Background: an optimization exercise with open tools, aiming at small area and a short achievable clock period. Do not read the settings as production practice. Only simulation tests tie the RTL to the original design; equivalence was not proved. Power figures rest on the tool's default switching activity, not on a simulated workload.

Design datapath, start of the top module:
module datapath(clk,readnum,vsel,loada,loadb,shift,asel,bsel,ALUop,loadc,loads,writenum,write,datapath_in,status,datapath_out);
	input [2:0] readnum,writenum;
	input clk,vsel,loada,loadb,asel,bsel,loadc,loads,write;
	input [1:0] shift,ALUop;
	input [15:0] datapath_in;
	output status;
	output [15:0] datapath_out;
	reg [15:0] R0,R1,R2,R3,R4,R5,R6,R7;
	reg [15:0] A,B,C;
	reg S;
	assign datapath_out = C;
	assign status = S;
	wire [15:0] wd = vsel ? datapath_in : C;
	always @(posedge clk) begin
		if (write && writenum==3'd0) R0 <= wd;
		if (write && writenum==3'd1) R1 <= wd;
		if (write && writenum==3'd2) R2 <= wd;
		if (write && writenum==3'd3) R3 <= wd;
		if (write && writenum==3'd4) R4 <= wd;
		if (write && writenum==3'd5) R5 <= wd;
		if (write && writenum==3'd6) R6 <= wd;
		if (write && writenum==3'd7) R7 <= wd;
	end
	wire [7:0] rs = 8'd1 << readnum;
	wire [15:0] rd;
	genvar j;
	generate for (j=0;j<16;j=j+1) begin : rdbit
		regread_bit rb(rs, {R7[j],R6[j],R5[j],R4[j],R3[j],R2[j],R1[j],R0[j]}, rd[j]);
	end endgenerate
	always @(posedge clk) begin
		if (loada) A <= rd;
		if (loadb) B <= rd;
	end
	wire [15:0] alu_out;
	wire alu_zero;
	ALU alu(A,B,datapath_in,asel,bsel,shift,ALUop,alu_out,alu_zero);
	always @(posedge clk) begin
		if (loadc) C <= alu_out;
		if (loads) S <= alu_zero;
	end
endmodule
==> flow/config.mk <==
export PLATFORM = sky130hd
export DESIGN_NAME = datapath
export DESIGN_NICKNAME = datapath
export VERILOG_FILES = /design/flow/design.v
export SDC_FILE = /design/flow/constraint.sdc
export NUM_CORES = 4
export LEC_CHECK = 0
export CAP_MARGIN = 20
export CORE_MARGIN = 2
export CORE_UTILIZATION = 50
export SETUP_SLACK_MARGIN = 2.8
export SLEW_MARGIN = 20
==> flow/constraint.sdc <==
create_clock -name core_clock -period 5.0 [get_ports {clk}]
set_input_delay 1.0000 -clock core_clock [delete_from_list [all_inputs] [get_ports {clk}]]
set_output_delay 1.0000 -clock core_clock [all_outputs]
set_load 0.01 [all_outputs]
standard.sh (not shown) runs the stock make flow with config.mk's settings and CLKGATE_MAP_FILE= SYNTH_SCRIPT=/design/flow/synth_recipe.tcl, a recipe that flattens the netlist after the stock synthesis.
==> flow/flow/run.sh <==
#!/bin/bash
# Layout flow: the standard.sh (the standard ORFS flow) with these changes:
#  - synthesis: the same ORFS synthesis script, except that the ALU and the register
#    file read slices are kept as modules during technology mapping and each module is
#    mapped with its own ABC script (my_abc.tcl); afterwards the design is flattened and
#    renamed exactly as synth_recipe.tcl does. The flip-flops (names and cell types) are
#    checked against the standard synthesis; if they differ the standard synthesis
#    is used instead.
#  - half/full adder cells are kept out (their outputs are slow),
#  - port buffers are plain buf cells (buffer_ports otherwise picks slow delay cells),
#  - timing repair may resize a cell to one of another footprint,
#  - a smaller clock tree (knobs.sh),
#  - area recovery after the global-route timing repair (post_grt.tcl, downsize.tcl).
# Each step's full log is under orfs/logs; the make output goes to flow_*.log here.
set -euo pipefail
W=$PWD
source flow/knobs.sh
PLATFORM_DONT_USE=$(make -s -C "$FLOW_HOME" DESIGN_CONFIG="$W/config.mk" WORK_HOME="$W/orfs" print-DONT_USE_CELLS | sed -n 's/^DONT_USE_CELLS: //p')
EXTRA_DONT_USE="sky130_fd_sc_hd__ha_1 sky130_fd_sc_hd__ha_2 sky130_fd_sc_hd__ha_4 sky130_fd_sc_hd__fa_1 sky130_fd_sc_hd__fa_2 sky130_fd_sc_hd__fa_4"
ARGS=(MATCH_CELL_FOOTPRINT=0 "DONT_USE_CELLS=$PLATFORM_DONT_USE $EXTRA_DONT_USE" "CTS_ARGS=$CTS")
export BUFFER_PORTS_ARGS="-buffer_cell $PORT_BUF"
export FLOW_DIR_OWN=$W/flow POST_GLOBAL_ROUTE_TCL=$W/flow/post_grt.tcl DS_GUARD DS_PARASITICS=-global_routing

# 1. the standard synthesis, kept for the flip-flop comparison
bash standard.sh "${ARGS[@]}" synth > flow_ref_synth.log 2>&1
RES=orfs/results/sky130hd/datapath/base
cp $RES/1_2_yosys.v ref_synth.v
rm -rf orfs

# 2. the per-module-mapped synthesis
sed -e "s#^\(\s*\)log_cmd abc {\*}\$abc_args#\1my_abc \$abc_args#" "$FLOW_HOME/scripts/synth.tcl" > my_synth.tcl
grep -q "my_abc \$abc_args" my_synth.tcl
{ echo "source $W/flow/my_abc.tcl"; sed -e "s#source \$::env(SCRIPTS_DIR)/synth.tcl#source $W/my_synth.tcl#" synth_recipe.tcl; } > my_synth_recipe.tcl
grep -q "source $W/my_synth.tcl" my_synth_recipe.tcl
sed -e "s#SYNTH_SCRIPT=[^ ]*#SYNTH_SCRIPT=$W/my_synth_recipe.tcl#" standard.sh > my_standard.sh
export MY_ABC_MODULES="ALU $W/flow/abc_alu.script regread_bit $W/flow/abc_rest.script datapath $W/flow/abc_rest.script"
bash my_standard.sh "${ARGS[@]}" "SYNTH_KEEP_MODULES=ALU regread_bit" synth > flow_synth.log 2>&1

ffs() { grep -oE "sky130_fd_sc_hd__[a-z0-9_]*df[a-z0-9_]* +[^ ]+" "$1" | sort; }
if [[ "$(ffs ref_synth.v)" != "$(ffs $RES/1_2_yosys.v)" ]]; then
  echo "flip-flops differ from the standard synthesis; using it" > synth_fallback.txt
  rm -rf orfs
  bash standard.sh "${ARGS[@]}" synth > flow_synth.log 2>&1
fi

# 3. the rest of the flow
bash my_standard.sh "${ARGS[@]}" "SYNTH_KEEP_MODULES=ALU regread_bit" finish > flow_standard.log 2>&1
==> flow/flow/abc_alu.script <==
strash
dch
map -B 0.9
topo
stime -c
buffer -c
upsize -c
dnsize -c
==> flow/flow/downsize.tcl <==
# Area recovery after the last timing repair: each logic cell, most slack first, is
# swapped for the smallest cell of the same function (same name but drive strength)
# that keeps the design's worst setup slack (to within 1 ps), keeps the cell's own
# slack at least DS_GUARD ns above it, and adds no max slew/capacitance violation.
proc ds_ns {} { return [expr {[sta::worst_slack_cmd max] * 1e9}] }
proc ds_inst_slack { inst } {
  set s 1e9
  foreach p [get_pins -of_objects $inst] {
    set v [get_property $p slack_max]
    if { $v ne "" && $v ne "INF" && $v < $s } { set s $v }
  }
  return $s
}
proc ds_drv {} {
  return [expr {[sta::max_slew_violation_count] + [sta::max_capacitance_violation_count]}]
}
proc downsize { guard } {
  set dont_use [split $::env(DONT_USE_CELLS)]
  set areas [dict create]
  foreach lc [get_lib_cells *] {
    set n [get_name $lc]
    dict set areas $n [get_property $lc area]
  }
  set wns0 [ds_ns]
  set drv0 [ds_drv]
  set area0 0.0
  set items {}
  foreach inst [get_cells *] {
    set m [get_property $inst ref_name]
    if { [regexp {df|dl|clkbuf|clkinv|tap|fill|decap|conb|clkdly|dly} $m] } { continue }
    if { ![regexp {^(.*)_([0-9]+)$} $m -> base size] } { continue }
    lappend items [list [ds_inst_slack $inst] $inst $m $base]
  }
  set n_changed 0
  set saved 0.0
  foreach it [lsort -real -decreasing -index 0 $items] {
    lassign $it s0 inst m base
    if { $s0 < $wns0 + $guard } { continue }
    set cands {}
    dict for {n a} $areas {
      if { [regexp "^${base}_\[0-9\]+\$" $n] && $a < [dict get $areas $m] && [lsearch -exact $dont_use $n] < 0 } {
        lappend cands [list $a $n]
      }
    }
    foreach c [lsort -real -index 0 $cands] {
      lassign $c a n
      replace_cell $inst $n
      estimate_parasitics $::env(DS_PARASITICS)
      if { [ds_ns] >= $wns0 - 0.001 && [ds_inst_slack $inst] >= $wns0 + $guard && [ds_drv] <= $drv0 } {
        incr n_changed
        set saved [expr {$saved + [dict get $areas $m] - $a}]
        break
      }
      replace_cell $inst $m
      estimate_parasitics $::env(DS_PARASITICS)
    }
  }
  puts "downsize: $n_changed cells smaller, [format %.1f $saved] um2 less, worst slack [format %.3f $wns0] -> [format %.3f [ds_ns]]"
}
==> flow/flow/knobs.sh <==
PORT_BUF=sky130_fd_sc_hd__buf_2
CTS="-sink_clustering_enable -repair_clock_nets -dont_use_dummy_load -buf_list {sky130_fd_sc_hd__clkbuf_4 sky130_fd_sc_hd__clkbuf_8} -sink_clustering_size 20 -sink_clustering_max_diameter 60"
DS_GUARD=0.00
Other scripts of this flow, unchanged in this note and not shown: flow/flow/abc_rest.script, flow/flow/my_abc.tcl, flow/flow/post_grt.tcl
The starting point completed without violations.
Next try:
--- a/flow/flow/run.sh
+++ b/flow/flow/run.sh
@@ -20,5 +20,5 @@
 ARGS=(MATCH_CELL_FOOTPRINT=0 "DONT_USE_CELLS=$PLATFORM_DONT_USE $EXTRA_DONT_USE" "CTS_ARGS=$CTS")
 export BUFFER_PORTS_ARGS="-buffer_cell $PORT_BUF"
-export FLOW_DIR_OWN=$W/flow POST_GLOBAL_ROUTE_TCL=$W/flow/post_grt.tcl DS_GUARD DS_PARASITICS=-global_routing
+export FLOW_DIR_OWN=$W/flow POST_GLOBAL_ROUTE_TCL=$W/flow/post_grt.tcl DS_GUARD
 
 # 1. the standard synthesis, kept for the flip-flop comparison
--- a/flow/flow/downsize.tcl
+++ b/flow/flow/downsize.tcl
@@ -46,5 +46,4 @@
       lassign $c a n
       replace_cell $inst $n
-      estimate_parasitics $::env(DS_PARASITICS)
       if { [ds_ns] >= $wns0 - 0.001 && [ds_inst_slack $inst] >= $wns0 + $guard && [ds_drv] <= $drv0 } {
         incr n_changed
@@ -53,5 +52,4 @@
       }
       replace_cell $inst $m
-      estimate_parasitics $::env(DS_PARASITICS)
     }
   }
- SETUP_SLACK_MARGIN: 2.8 -> 2.5
=> Setup slack degrades by 0.21 ns. Final cell count drops by 2.8%. Maximum frequency decreases by 7.4%. Wire length went down by 6.0%. Total power decreases by 2.1%. Die area stays the same.
Next try:
--- a/flow/flow/run.sh
+++ b/flow/flow/run.sh
@@ -20,5 +20,5 @@
 ARGS=(MATCH_CELL_FOOTPRINT=0 "DONT_USE_CELLS=$PLATFORM_DONT_USE $EXTRA_DONT_USE" "CTS_ARGS=$CTS")
 export BUFFER_PORTS_ARGS="-buffer_cell $PORT_BUF"
-export FLOW_DIR_OWN=$W/flow POST_GLOBAL_ROUTE_TCL=$W/flow/post_grt.tcl DS_GUARD
+export FLOW_DIR_OWN=$W/flow POST_GLOBAL_ROUTE_TCL=$W/flow/post_grt.tcl DS_GUARD DS_PARASITICS=-global_routing
 
 # 1. the standard synthesis, kept for the flip-flop comparison
==> flow/flow/abc_alu.script (replaced) <==
strash
dch
map -B 0.5
topo
stime -c
buffer -c
upsize -c
dnsize -c
--- a/flow/flow/downsize.tcl
+++ b/flow/flow/downsize.tcl
@@ -46,4 +46,5 @@
       lassign $c a n
       replace_cell $inst $n
+      estimate_parasitics $::env(DS_PARASITICS)
       if { [ds_ns] >= $wns0 - 0.001 && [ds_inst_slack $inst] >= $wns0 + $guard && [ds_drv] <= $drv0 } {
         incr n_changed
@@ -52,4 +53,5 @@
       }
       replace_cell $inst $m
+      estimate_parasitics $::env(DS_PARASITICS)
     }
   }
Outcome: The new run completed with no timing, DRC or antenna violations; core utilization rises by 3.3 points; non-clock buffer count rose by 26; cell area goes up by 5.8%; worst hold slack is better by 0.012 ns; die area shrinks by 0.40%.
Next try:
--- a/flow/flow/run.sh
+++ b/flow/flow/run.sh
@@ -20,5 +20,5 @@
 ARGS=(MATCH_CELL_FOOTPRINT=0 "DONT_USE_CELLS=$PLATFORM_DONT_USE $EXTRA_DONT_USE" "CTS_ARGS=$CTS")
 export BUFFER_PORTS_ARGS="-buffer_cell $PORT_BUF"
-export FLOW_DIR_OWN=$W/flow POST_GLOBAL_ROUTE_TCL=$W/flow/post_grt.tcl DS_GUARD DS_PARASITICS=-global_routing
+export FLOW_DIR_OWN=$W/flow POST_GLOBAL_ROUTE_TCL=$W/flow/post_grt.tcl DS_GUARD
 
 # 1. the standard synthesis, kept for the flip-flop comparison
==> flow/flow/abc_alu.script (replaced) <==
strash
dch
map -B 0.9
topo
stime -c
buffer -c
upsize -c
dnsize -c
--- a/flow/flow/downsize.tcl
+++ b/flow/flow/downsize.tcl
@@ -46,5 +46,4 @@
       lassign $c a n
       replace_cell $inst $n
-      estimate_parasitics $::env(DS_PARASITICS)
       if { [ds_ns] >= $wns0 - 0.001 && [ds_inst_slack $inst] >= $wns0 + $guard && [ds_drv] <= $drv0 } {
         incr n_changed
@@ -53,5 +52,4 @@
       }
       replace_cell $inst $m
-      estimate_parasitics $::env(DS_PARASITICS)
     }
   }
==> flow/flow/knobs.sh (replaced) <==
PORT_BUF=sky130_fd_sc_hd__buf_2
CTS="-sink_clustering_enable -repair_clock_nets -dont_use_dummy_load -buf_list {sky130_fd_sc_hd__clkbuf_4 sky130_fd_sc_hd__clkbuf_8} -sink_clustering_size 20 -sink_clustering_max_diameter 60"
DS_GUARD=0.03
Effect:
- The new run completed with no timing, DRC or antenna violations
- hold slack loses 0.0060 ns
- routed wire length is lower by 5.0%
- first-iteration DRC count fell by 9.7%
- design area came out lower by 2.8%

separate check: timing with driven ports:
The flow's constraints put no driver on any port. The routed layouts listed below were extracted and timed again, unchanged, in two steps.
Step 1: set_driving_cell puts a clkbuf_16 on clk and a buf_2 on each other input, an assumption about the parent block.
Step 2 moves the port delays by t, midway between the first and last clock arrival at a register: inputs arrive t later, outputs are due t later. That takes back most of the time a late clock gives input paths.
Slacks: ideal ports / drivers / drivers and shift; pairs: ideal ports / drivers.
run | shift t [ns] | setup WS [ns] | worst slew at a driven data input, ns
the first run | 0.470 | 2.363 / 2.335 / 1.865 | 0.07
the second run | 0.465 | 2.153 / 2.163 / 1.698 | 0.05
the third run | 0.464 | 2.281 / 2.272 / 1.808 | 0.06
the fourth run | 0.464 | 2.165 / 2.165 / 1.702 | 0.06
After both steps every run listed still meets setup and hold. The setup slack of the first run, which loses most, moves by -0.028 ns with the drivers and by -0.498 ns with both steps.
